From an optimization exercise on the open Yosys and OpenROAD flow, aimed at small area, a short achievable clock period and few clock cycles per item; shortcuts taken in it are not production practice.
RTL that was checked went through simulation tests only; none was proved equivalent to the original.
No activity file was given, so power comes from the tool's default toggle rates.

Design norm5_unit, start of the top module:
module norm5_unit #(
    parameter DIMENSIONS    = 5,
    parameter DATA_WIDTH    = 32,
    parameter CORDIC_WIDTH  = 38,
    parameter CORDIC_STAGES = 16,
    parameter ANGLE_WIDTH   = 16
)(
    input                              clk,
    input                              nreset,
    input                              start,
    input  [DIMENSIONS*DATA_WIDTH-1:0] w_in,
    output [DIMENSIONS*DATA_WIDTH-1:0] w_out,
    output                             done
);
Size: about 280 flip-flops, about 320 I/O pins, roughly 24000 µm² of cells after synthesis.
==> flow/config.mk <==
export PLATFORM = sky130hd
export DESIGN_NAME = norm5_unit
export DESIGN_NICKNAME = norm5_unit
export VERILOG_FILES = /design/flow/design.v
export SDC_FILE = /design/flow/constraint.sdc
export NUM_CORES = 8
export LEC_CHECK = 0
export CAP_MARGIN = 20
export CORE_MARGIN = 2
export CORE_UTILIZATION = 40
export SETUP_SLACK_MARGIN = 5
export SLEW_MARGIN = 20
==> flow/constraint.sdc <==
create_clock -name core_clock -period 10.0 [get_ports {clk}]
set_input_delay 2.0000 -clock core_clock [delete_from_list [all_inputs] [get_ports {clk}]]
set_output_delay 2.0000 -clock core_clock [all_outputs]
set_load 0.01 [all_outputs]
standard.sh (not shown) runs the stock make flow with config.mk's settings and CLKGATE_MAP_FILE= SYNTH_SCRIPT=/design/flow/synth_recipe.tcl, a recipe that flattens the netlist after the stock synthesis.
==> flow/flow/run.sh <==
#!/bin/bash
# The standard layout (standard.sh), with the port buffers made of the smallest
# buffer cell (sky130_fd_sc_hd__buf_1) and the timing repair aimed 5.5 ns below the period.
set -euo pipefail
sed -e 's|"\${@:-finish}"|BUFFER_PORTS_ARGS="-buffer_cell sky130_fd_sc_hd__buf_1" "${@:-finish}"|' \
    -e 's|SETUP_SLACK_MARGIN=[0-9.]*|SETUP_SLACK_MARGIN=5.5|' standard.sh > standard_mod.sh
grep -q BUFFER_PORTS_ARGS standard_mod.sh
bash standard_mod.sh > standard.log 2>&1
Testbench counts at the start, summed over its fixed seeds: cycles 27,840, items 192.
==> next run, changes <==
--- a/flow/design.v
+++ b/flow/design.v
@@ -332,17 +332,17 @@
     reg s0;          
     reg ysg;         
     reg rinx, rcnx, riny, rcny;
     reg done_r;
     reg signed [W-1:0] X, Y;
     reg        f;                
     reg        qf;               
     reg        zf;               
-    reg [OW-1:0] T1;             
+    reg [15:0] T1;               
     reg        n1;               
     reg [OW-1:0] O3, O4, O5;     
     wire [15:0] T2 = O3[15:0];
     wire [15:0] T3 = O4[15:0];
     wire [15:0] T4 = O5[15:0];
     reg [W-1:0]  RA, RB;         
     wire [31:0] w1 = w_in[31:0];
     wire [31:0] w2 = w_in[63:32];
@@ -354,17 +354,17 @@
                        (p == 2'd0) ? w3 : (p == 2'd1) ? w4 : w5;
     wire [W-1:0] ld = {wsel[29:0], 6'b0} ^ {W{wsel[31]}};
     reg [15:0] Tcur;
     always @(*) begin
         case (p)
             2'd0:    Tcur = T4;
             2'd1:    Tcur = T3;
             2'd2:    Tcur = T2;
-            default: Tcur = T1[15:0];
+            default: Tcur = T1;
         endcase
     end
     wire vd  = ~s0 & ysg;
     wire inx = st_v ? vd : rinx;
     wire cnx = st_v ? (s0 ? f : ysg) : rcnx;
     wire iny = st_v ? ~vd : riny;
     wire cny = st_v ? (s0 ? ~f : ~ysg) : rcny;
     reg [W-1:0] yt, xt, ysh, xsh;
@@ -405,34 +405,34 @@
         if (st_idle | st_a1 | st_va | st_vb)
             X <= ld;
         else if (st_v | st_r)
             X <= xa;
         else if (st_ra)
             X <= Y;                          
         else if (st_r1l)
             X <= zf ? {W{1'b0}} : ONE;
-        else     
-            X <= {W{1'b0}};
+        else if (st_rb)
+            X <= (p == 2'd3) ? {cpa, 6'b0} : {W{1'b0}};
         if (st_idle)
             Y <= {W{1'b0}};
         else if (st_a1 | st_v | st_r | st_va | st_ra)
             Y <= ya;
         else if (st_r1l)
             Y <= zf ? {W{1'b0}} : (f ? MONE : ONE);
         else     
             Y <= {cpa ^ {CW{st_rb & nn & (p != 2'd3)}}, {6{st_rb & nn & (p != 2'd3)}}};
         if (st_idle | st_a1 | st_va) f <= wsel[31];
         else if (st_rb) f <= nn;
         if (st_a1) begin qf <= w1[31] ^ w2[31]; n1 <= w1[31]; end
         else if (st_va) qf <= wsel[31];
         if (st_idle) zf <= ~|w_in;
     end
     always @(posedge clk) ysg <= ya[W-1];
-    wire [15:0] Tnext = (p == 2'd0) ? T3 : (p == 2'd1) ? T2 : T1[15:0];    
+    wire [15:0] Tnext = (p == 2'd0) ? T3 : (p == 2'd1) ? T2 : T1;    
     reg  nd;
     always @(*) begin
         if (st_rb)        nd = Tnext[0];           
         else if (st_r1l)  nd = T4[2];              
         else if (s0)      nd = Tcur[1];            
         else              nd = Tcur[2];            
     end
     wire n0 = st_rb;                               
@@ -445,18 +445,17 @@
             rcnx <= n0 ? (nd ^ nf) : nd;
             riny <= n0 ? 1'b0 : ~nd;
             rcny <= n0 ? nf : ~nd;
         end
     end
     wire r = (st_v & s0) ? qf : (ysg ^ qf);
     wire rsh = st_r & ~s0;
     always @(posedge clk) begin
-        if (st_rb && p == 2'd3) T1 <= cpa[OW-1:0];
-        else if ((st_v && p == 2'd0) || (rsh && p == 2'd3)) T1[15:0] <= {r, T1[15:1]};
+        if ((st_v && p == 2'd0) || (rsh && p == 2'd3)) T1 <= {r, T1[15:1]};
         if (wo3) O3 <= cpa[OW-1:0];
         else if ((st_v && p == 2'd1) || (rsh && p == 2'd2)) O3[15:0] <= {r, O3[15:1]};
         if (wo4) O4 <= cpa[OW-1:0];
         else if ((st_v && p == 2'd2) || (rsh && p == 2'd1)) O4[15:0] <= {r, O4[15:1]};
         if (wo5) O5 <= cpa[OW-1:0];
         else if ((st_v && p == 2'd3) || st_r1l || (rsh && p == 2'd0)) O5[15:0] <= {r, O5[15:1]};
     end
     always @(posedge clk or negedge nreset) begin
@@ -499,15 +498,15 @@
             if (i[1:0] == 2'd3) begin
                 yh <= {yh[2:0], yh[3]};
                 xh <= {xh[2:0], xh[3]};
             end
         end
     end
     assign done = done_r;
     wire [OW-1:0] r1 = Y[OW+5:6];
-    wire [OW-1:0] r2 = T1;
+    wire [OW-1:0] r2 = X[OW+5:6];
     assign w_out = {{(32-OW){O5[OW-1]}}, O5,
                     {(32-OW){O4[OW-1]}}, O4,
                     {(32-OW){O3[OW-1]}}, O3,
                     {(32-OW){r2[OW-1]}}, r2,
                     {(32-OW){r1[OW-1]}}, r1};
 endmodule
What happened:
- via count came out higher by a few percent
- utilization came out higher by 1.7 points
- global-route usage came out higher by 2.5 points
- worst setup slack degrades by 0.048 ns
- sequential power hardly moves
- power came out higher by a few percent
No functional check of the RTL was part of the second run of this note.

========
Another version of the RTL of norm5_unit (not shown whole).
Size in the first run: ~2,800 cells after synthesis, ~270 flip-flops, ~320 I/O pins.
make LEC_CHECK=0 CAP_MARGIN=20 CORE_MARGIN=2 CORE_UTILIZATION=40 SETUP_SLACK_MARGIN=5 SLEW_MARGIN=20 finish   # period 10.0 ns
run.sh (not shown) runs the stock make flow with config.mk's settings and CLKGATE_MAP_FILE= SYNTH_SCRIPT=/design/flow/synth_recipe.tcl, a recipe that flattens the netlist after the stock synthesis.
Stock flow here: none of the scripts above is used.
The starting point completed without violations.
Rerun with:
--- a/flow/design.v
+++ b/flow/design.v
@@ -322,17 +322,17 @@
     reg st_vb;      
     reg st_r1l;     
     reg st_r;       
     reg st_ra;      
     reg st_rb;      
     reg st_rc;      
     reg [1:0] p;
     reg [3:0] i;     
-    reg [3:0] yl, yh, xl, xh;    
+    reg [3:0] ix;    
     reg wo3, wo4, wo5;
     reg s0;          
     reg tsel;        
     reg ysg;         
     reg rinx, rcnx, riny, rcny;
     reg done_r;
     reg signed [W-1:0] X, Y;
     reg        f;                
@@ -363,34 +363,18 @@
             default: Tcur = T1;
         endcase
     end
     wire vd  = ~s0 & ysg;
     wire inx = st_v ? vd : rinx;
     wire cnx = st_v ? (s0 ? f : ysg) : rcnx;
     wire iny = st_v ? ~vd : riny;
     wire cny = st_v ? (s0 ? ~f : ~ysg) : rcny;
-    reg [W-1:0] yt, xt, ysh, xsh;
-    integer b, k;
-    always @(*) begin
-        for (b = 0; b < W; b = b + 1) begin
-            yt[b] = 1'b0; xt[b] = 1'b0;
-            for (k = 0; k < 4; k = k + 1) begin
-                yt[b] = yt[b] | (yl[k] & Y[(b + k > W - 1) ? W - 1 : b + k]);
-                xt[b] = xt[b] | (xl[k] & X[(b + k > W - 1) ? W - 1 : b + k]);
-            end
-        end
-        for (b = 0; b < W; b = b + 1) begin
-            ysh[b] = 1'b0; xsh[b] = 1'b0;
-            for (k = 0; k < 4; k = k + 1) begin
-                ysh[b] = ysh[b] | (yh[k] & yt[(b + 4 * k > W - 1) ? W - 1 : b + 4 * k]);
-                xsh[b] = xsh[b] | (xh[k] & xt[(b + 4 * k > W - 1) ? W - 1 : b + 4 * k]);
-            end
-        end
-    end
+    wire signed [W-1:0] ysh = Y >>> i;
+    wire signed [W-1:0] xsh = X >>> ix;
     wire [W:0] xs = {X, 1'b1} + {ysh ^ {W{inx}}, cnx};
     wire [W:0] ys = {Y, 1'b1} + {xsh ^ {W{iny}}, cny};
     wire [W-1:0] xa = xs[W:1];
     wire [W-1:0] ya = ys[W:1];
     wire [W-1:0] tin = tsel ? Y : X;
     wire [W-1:0] ra, rb;
     gain_comp_rows u_gc (.v(tin), .ra(ra), .rb(rb));
     always @(posedge clk) begin
@@ -459,17 +443,17 @@
     end
     always @(posedge clk or negedge nreset) begin
         if (~nreset) begin
             st_idle <= 1'b1;
             st_a1 <= 1'b0; st_v <= 1'b0; st_va <= 1'b0; st_vb <= 1'b0; st_r1l <= 1'b0;
             st_r <= 1'b0; st_ra <= 1'b0; st_rb <= 1'b0; st_rc <= 1'b0;
             p <= 2'd0;
             i <= 4'd0;
-            yl <= 4'd1; yh <= 4'd1; xl <= 4'd1; xh <= 4'd1;
+            ix <= 4'd0;
             wo3 <= 1'b0; wo4 <= 1'b0; wo5 <= 1'b0;
             s0 <= 1'b1;
             tsel <= 1'b0;
             done_r <= 1'b0;
         end else begin
             st_idle <= (st_idle & ~start) | st_rc;
             st_a1   <= st_idle & start;
             st_v    <= st_a1 | st_vb | (st_v & ~(i == 4'd15) & ~(p == 2'd3 && i == 4'd14));
@@ -483,31 +467,19 @@
             wo5 <= st_rb & (p == 2'd0);
             wo4 <= st_rb & (p == 2'd1);
             wo3 <= st_rb & (p == 2'd2);
             done_r <= st_rc;
             tsel <= st_ra;
             s0 <= st_a1 | st_vb | st_rb | (s0 & ~(st_v | st_r | st_r1l));
             if (st_a1 | st_r1l) p <= 2'd0;
             else if (st_vb | st_rb) p <= p + 2'd1;
-            if (st_a1 | st_vb | st_rb) begin
-                i <= 4'd0;
-                yl <= 4'd1; yh <= 4'd1; xl <= 4'd1; xh <= 4'd1;
-            end else if (st_r1l) begin
-                i <= 4'd1;
-                yl <= 4'd2; yh <= 4'd1; xl <= 4'd2; xh <= 4'd1;
-            end else if (st_v | st_r) begin
-                i <= i + 4'd1;
-                yl <= {yl[2:0], yl[3]};
-                xl <= {xl[2:0], xl[3]};
-                if (i[1:0] == 2'd3) begin
-                    yh <= {yh[2:0], yh[3]};
-                    xh <= {xh[2:0], xh[3]};
-                end
-            end
+            if (st_a1 | st_vb | st_rb) begin i <= 4'd0; ix <= 4'd0; end
+            else if (st_r1l) begin i <= 4'd1; ix <= 4'd1; end
+            else if (st_v | st_r) begin i <= i + 4'd1; ix <= ix + 4'd1; end
         end
     end
     assign done = done_r;
     wire [OW-1:0] r1 = Y[OW+5:6];
     wire [OW-1:0] r2 = X[OW+5:6];
     assign w_out = {{(32-OW){O5[OW-1]}}, O5,
                     {(32-OW){O4[OW-1]}}, O4,
                     {(32-OW){O3[OW-1]}}, O3,
The new run completed without violations.
Worst setup slack gets worse by 0.024 ns.
Clock skew rises by 0.011 ns.
Total power drops by 7.9%.
Sequential power goes down by about 4%.
Core utilization went up by 0.41 points.
Wire length falls by 8.1%.
Cell count decreases by 4.6%.
Die area drops by 2.0%.
Combinational power is about the same.
First-iteration DRC count came out lower by 24%.
Area after synthesis falls by 2.0%.
Via count drops by 8.1%.
No functional check of the RTL was part of any run of this note.

========
norm5_unit, a different RTL version from the one above (not shown whole).
For scale: ~2,700 cells after synthesis, about 280 flip-flops, about 320 I/O pins.
==> flow/config.mk <==
export PLATFORM = sky130hd
export DESIGN_NAME = norm5_unit
export DESIGN_NICKNAME = norm5_unit
export VERILOG_FILES = /design/flow/design.v
export SDC_FILE = /design/flow/constraint.sdc
export NUM_CORES = 8
export LEC_CHECK = 0
export CAP_MARGIN = 20
export CORE_MARGIN = 2
export CORE_UTILIZATION = 40
export SETUP_SLACK_MARGIN = 5
export SLEW_MARGIN = 20
==> flow/constraint.sdc <==
create_clock -name core_clock -period 10.0 [get_ports {clk}]
set_input_delay 2.0000 -clock core_clock [delete_from_list [all_inputs] [get_ports {clk}]]
set_output_delay 2.0000 -clock core_clock [all_outputs]
set_load 0.01 [all_outputs]
standard.sh (not shown) runs the stock make flow with config.mk's settings and CLKGATE_MAP_FILE= SYNTH_SCRIPT=/design/flow/synth_recipe.tcl, a recipe that flattens the netlist after the stock synthesis.
==> flow/flow/run.sh <==
#!/bin/bash
# The standard layout (standard.sh), with the port buffers made of the smallest
# buffer cell (sky130_fd_sc_hd__buf_1) and the timing repair aimed 5.75 ns below the period.
set -euo pipefail
sed -e 's|"\${@:-finish}"|BUFFER_PORTS_ARGS="-buffer_cell sky130_fd_sc_hd__buf_1" "${@:-finish}"|' \
    -e 's|SETUP_SLACK_MARGIN=[0-9.]*|SETUP_SLACK_MARGIN=5.75|' standard.sh > standard_mod.sh
grep -q BUFFER_PORTS_ARGS standard_mod.sh
bash standard_mod.sh > standard.log 2>&1
The first run passed the timing, design-rule and antenna checks.
Edit:
--- a/flow/design.v
+++ b/flow/design.v
@@ -401,16 +401,14 @@
                    st_r1m | (st_rb & (p != 2'd3)) | (st_r & (i != 4'd15));
     wire [W-1:0] xA = xstep ? X :
                       st_r1m ? X2 :
                       st_ra ? Y :                    
                       {W{1'b0}};                     
     wire [W-1:0] yA = xstep ? Y :
                       st_r1m ? Y2 :
-                      (st_vb | st_rb | st_rc) ?
-                          {cpa ^ {CW{st_rb & nn & (p != 2'd3)}}, {6{st_rb & nn & (p != 2'd3)}}} :
                       {W{1'b0}};                     
     wire [W:0] xs = {xA, 1'b1} + {ysh ^ {W{inx}}, cnx};
     wire [W:0] ys = {yA, 1'b1} + {xsh ^ {W{iny}}, cny};
     wire [W-1:0] xa = xs[W:1];
     wire [W-1:0] ya = ys[W:1];
     wire [W-1:0] tin = X;
     wire [W-1:0] ra, rb;
@@ -420,15 +418,16 @@
         RB <= rb;
     end
     wire [W-1:0]  cs  = RA + RB;
     wire [CW-1:0] cpa = cs[W-1:6];                 
     wire nn = (p == 2'd0) ? T3[0] : (p == 2'd1) ? T2[0] : n1;
     always @(posedge clk) begin
         X <= (st_idle | st_a1 | st_va | st_vb) ? ld : xa;      
-        Y <= ya;
+        Y <= (st_vb | st_rb | st_rc) ?       
+             {cpa ^ {CW{st_rb & nn & (p != 2'd3)}}, {6{st_rb & nn & (p != 2'd3)}}} : ya;
         if (st_idle | st_a1 | st_va) f <= wsel[31];
         else if (st_rb) f <= nn;
         if (st_a1) begin qf <= w1[31] ^ w2[31]; n1 <= w1[31]; end
         else if (st_va) qf <= wsel[31];
         if (st_idle) zf <= ~|w_in;
     end
     always @(posedge clk) ysg <= ya[W-1];
=> Power hardly moves. Setup slack gains 250 ps. Final cell count went down by 2.1%. Global-route usage is lower by 2.5 points. Hold slack gets better by 21 ps. Wire length decreases by 7.9%. Flip-flop and latch count rose by 1. Utilization drops by 3.1 points. Die area grows by about 0.8%. Combinational power decreases by 7.5%. Area after synthesis grows by about 0.8%. Clock skew barely changes. Clock power hardly moves.
Function was not checked in any run of this note: the RTL went through the layout flow alone.

========
Another version of the RTL of norm5_unit (not shown whole).
Size in the first run: about 2800 cells after synthesis, roughly 280 flip-flops, about 320 I/O pins, roughly 24000 sq um of cells after synthesis.
Settings: LEC_CHECK=0, CAP_MARGIN=20, CORE_MARGIN=2, CORE_UTILIZATION=40, SETUP_SLACK_MARGIN=5, SLEW_MARGIN=20; clock period 10.0 ns.
Scripts as last shown in full above: flow/flow/run.sh
Then changed:
--- a/flow/design.v
+++ b/flow/design.v
@@ -321,20 +321,19 @@
     reg st_va;      
     reg st_vb;      
     reg st_r1l;     
     reg st_r;       
     reg st_ra;      
     reg st_rb;      
     reg st_rc;      
     reg [1:0] p;
     reg [3:0] i;     
-    reg [1:0] yl, xl;            
-    reg [7:0] yh, xh;            
+    reg [3:0] yl, yh, xl, xh;    
     reg wo3, wo4, wo5;
     reg s0;          
     reg ysg;         
     reg rinx, rcnx, riny, rcny;
     reg done_r;
     reg signed [W-1:0] X, Y;
     reg        f;                
     reg        qf;               
     reg        zf;               
@@ -367,28 +366,28 @@
     wire inx = st_v ? vd : rinx;
     wire cnx = st_v ? (s0 ? f : ysg) : rcnx;
     wire iny = st_v ? ~vd : riny;
     wire cny = st_v ? (s0 ? ~f : ~ysg) : rcny;
     reg [W-1:0] yt, xt, ysh, xsh;
     integer b, k;
     always @(*) begin
         for (b = 0; b < W; b = b + 1) begin
             yt[b] = 1'b0; xt[b] = 1'b0;
-            for (k = 0; k < 2; k = k + 1) begin
+            for (k = 0; k < 4; k = k + 1) begin
                 yt[b] = yt[b] | (yl[k] & Y[(b + k > W - 1) ? W - 1 : b + k]);
                 xt[b] = xt[b] | (xl[k] & X[(b + k > W - 1) ? W - 1 : b + k]);
             end
         end
         for (b = 0; b < W; b = b + 1) begin
             ysh[b] = 1'b0; xsh[b] = 1'b0;
-            for (k = 0; k < 8; k = k + 1) begin
-                ysh[b] = ysh[b] | (yh[k] & yt[(b + 2 * k > W - 1) ? W - 1 : b + 2 * k]);
-                xsh[b] = xsh[b] | (xh[k] & xt[(b + 2 * k > W - 1) ? W - 1 : b + 2 * k]);
+            for (k = 0; k < 4; k = k + 1) begin
+                ysh[b] = ysh[b] | (yh[k] & yt[(b + 4 * k > W - 1) ? W - 1 : b + 4 * k]);
+                xsh[b] = xsh[b] | (xh[k] & xt[(b + 4 * k > W - 1) ? W - 1 : b + 4 * k]);
             end
         end
     end
     wire [W:0] xs = {X, 1'b1} + {ysh ^ {W{inx}}, cnx};
     wire [W:0] ys = {Y, 1'b1} + {xsh ^ {W{iny}}, cny};
     wire [W-1:0] xa = xs[W:1];
     wire [W-1:0] ya = ys[W:1];
     wire [W-1:0] tin = X;
     wire [W-1:0] ra, rb;
@@ -483,29 +482,29 @@
     always @(posedge clk) begin
         wo5 <= st_rb & (p == 2'd0);
         wo4 <= st_rb & (p == 2'd1);
         wo3 <= st_rb & (p == 2'd2);
         s0 <= st_a1 | st_vb | st_rb | (s0 & ~(st_v | st_r | st_r1l));
         if (st_a1 | st_r1l) p <= 2'd0;
         else if (st_vb | st_rb) p <= p + 2'd1;
         if (st_idle | st_a1 | st_vb | st_rb) begin      
             i <= 4'd0;
-            yl <= 2'd1; yh <= 8'd1; xl <= 2'd1; xh <= 8'd1;
+            yl <= 4'd1; yh <= 4'd1; xl <= 4'd1; xh <= 4'd1;
         end else if (st_r1l) begin
             i <= 4'd1;
-            yl <= 2'd2; yh <= 8'd1; xl <= 2'd2; xh <= 8'd1;
+            yl <= 4'd2; yh <= 4'd1; xl <= 4'd2; xh <= 4'd1;
         end else if (st_v | st_r) begin
             i <= i + 4'd1;
-            yl <= {yl[0], yl[1]};
-            xl <= {xl[0], xl[1]};
-            if (i[0]) begin
-                yh <= {yh[6:0], yh[7]};
-                xh <= {xh[6:0], xh[7]};
+            yl <= {yl[2:0], yl[3]};
+            xl <= {xl[2:0], xl[3]};
+            if (i[1:0] == 2'd3) begin
+                yh <= {yh[2:0], yh[3]};
+                xh <= {xh[2:0], xh[3]};
             end
         end
     end
     assign done = done_r;
     wire [OW-1:0] r1 = Y[OW+5:6];
     wire [OW-1:0] r2 = T1;
     assign w_out = {{(32-OW){O5[OW-1]}}, O5,
                     {(32-OW){O4[OW-1]}}, O4,
                     {(32-OW){O3[OW-1]}}, O3,
What happened: Clock-buffer cell count fell by 9. Total power fell by a few percent. Final area fell slightly. Critical path depth rose by 1. Cell count fell slightly.
Testbench counts after the change, summed over its fixed seeds: cycles 27,840, items 192.
For the first run of this note, only the layout was checked, not whether the RTL still works.

-- what the ideal ports hide --
The flow's constraints put no driver on any port. The routed layouts listed below were extracted and timed again, unchanged, in two steps.
Step 1 sets driving cells, clkbuf_16 on the clock port and buf_2 on the other inputs (assumed; they add their load-dependent delay and slew).
Step 2 also shifts input and output timing later by t, the mid clock arrival at the registers, as if the neighbouring blocks saw the same clock.
a / b / c = no drivers / after step 1 / after step 2; a / b = the first two.
run | t, ns | setup slack, ns | worst hold slack (ns) | worst setup path after step 2 | latest minus earliest clock arrival (ns)
the first run of note 1 | 0.663 | 5.652 / 5.652 / 5.652 | 0.371 / 0.371 / 0.371 | register to register | 0.027 / 0.027
the second run of note 1 | 0.628 | 5.604 / 5.604 / 5.531 | 0.388 / 0.388 / 0.388 | input to register | 0.014 / 0.014
the first run of note 2 | 0.619 | 5.227 / 5.227 / 5.227 | 0.385 / 0.385 / 0.385 | register to register | 0.022 / 0.022
the second run of note 2 | 0.673 | 5.203 / 5.203 / 5.203 | 0.401 / 0.401 / 0.401 | register to register | 0.032 / 0.033
the first run of note 3 | 0.633 | 5.600 / 5.600 / 5.567 | 0.371 / 0.371 / 0.371 | input to register | 0.030 / 0.029
the second run of note 3 | 0.611 | 5.848 / 5.848 / 5.848 | 0.392 / 0.392 / 0.392 | register to register | 0.030 / 0.030
the first run of note 4 | 0.615 | 5.864 / 5.864 / 5.864 | 0.388 / 0.388 / 0.388 | register to register | 0.034 / 0.034
the second run of note 4 | 0.663 | 5.807 / 5.807 / 5.807 | 0.370 / 0.370 / 0.370 | register to register | 0.029 / 0.029
After both steps every run listed still meets setup and hold. The setup slack of the second run of note 1, which loses most, moves by 0.000 ns with the drivers and by -0.073 ns with both steps.
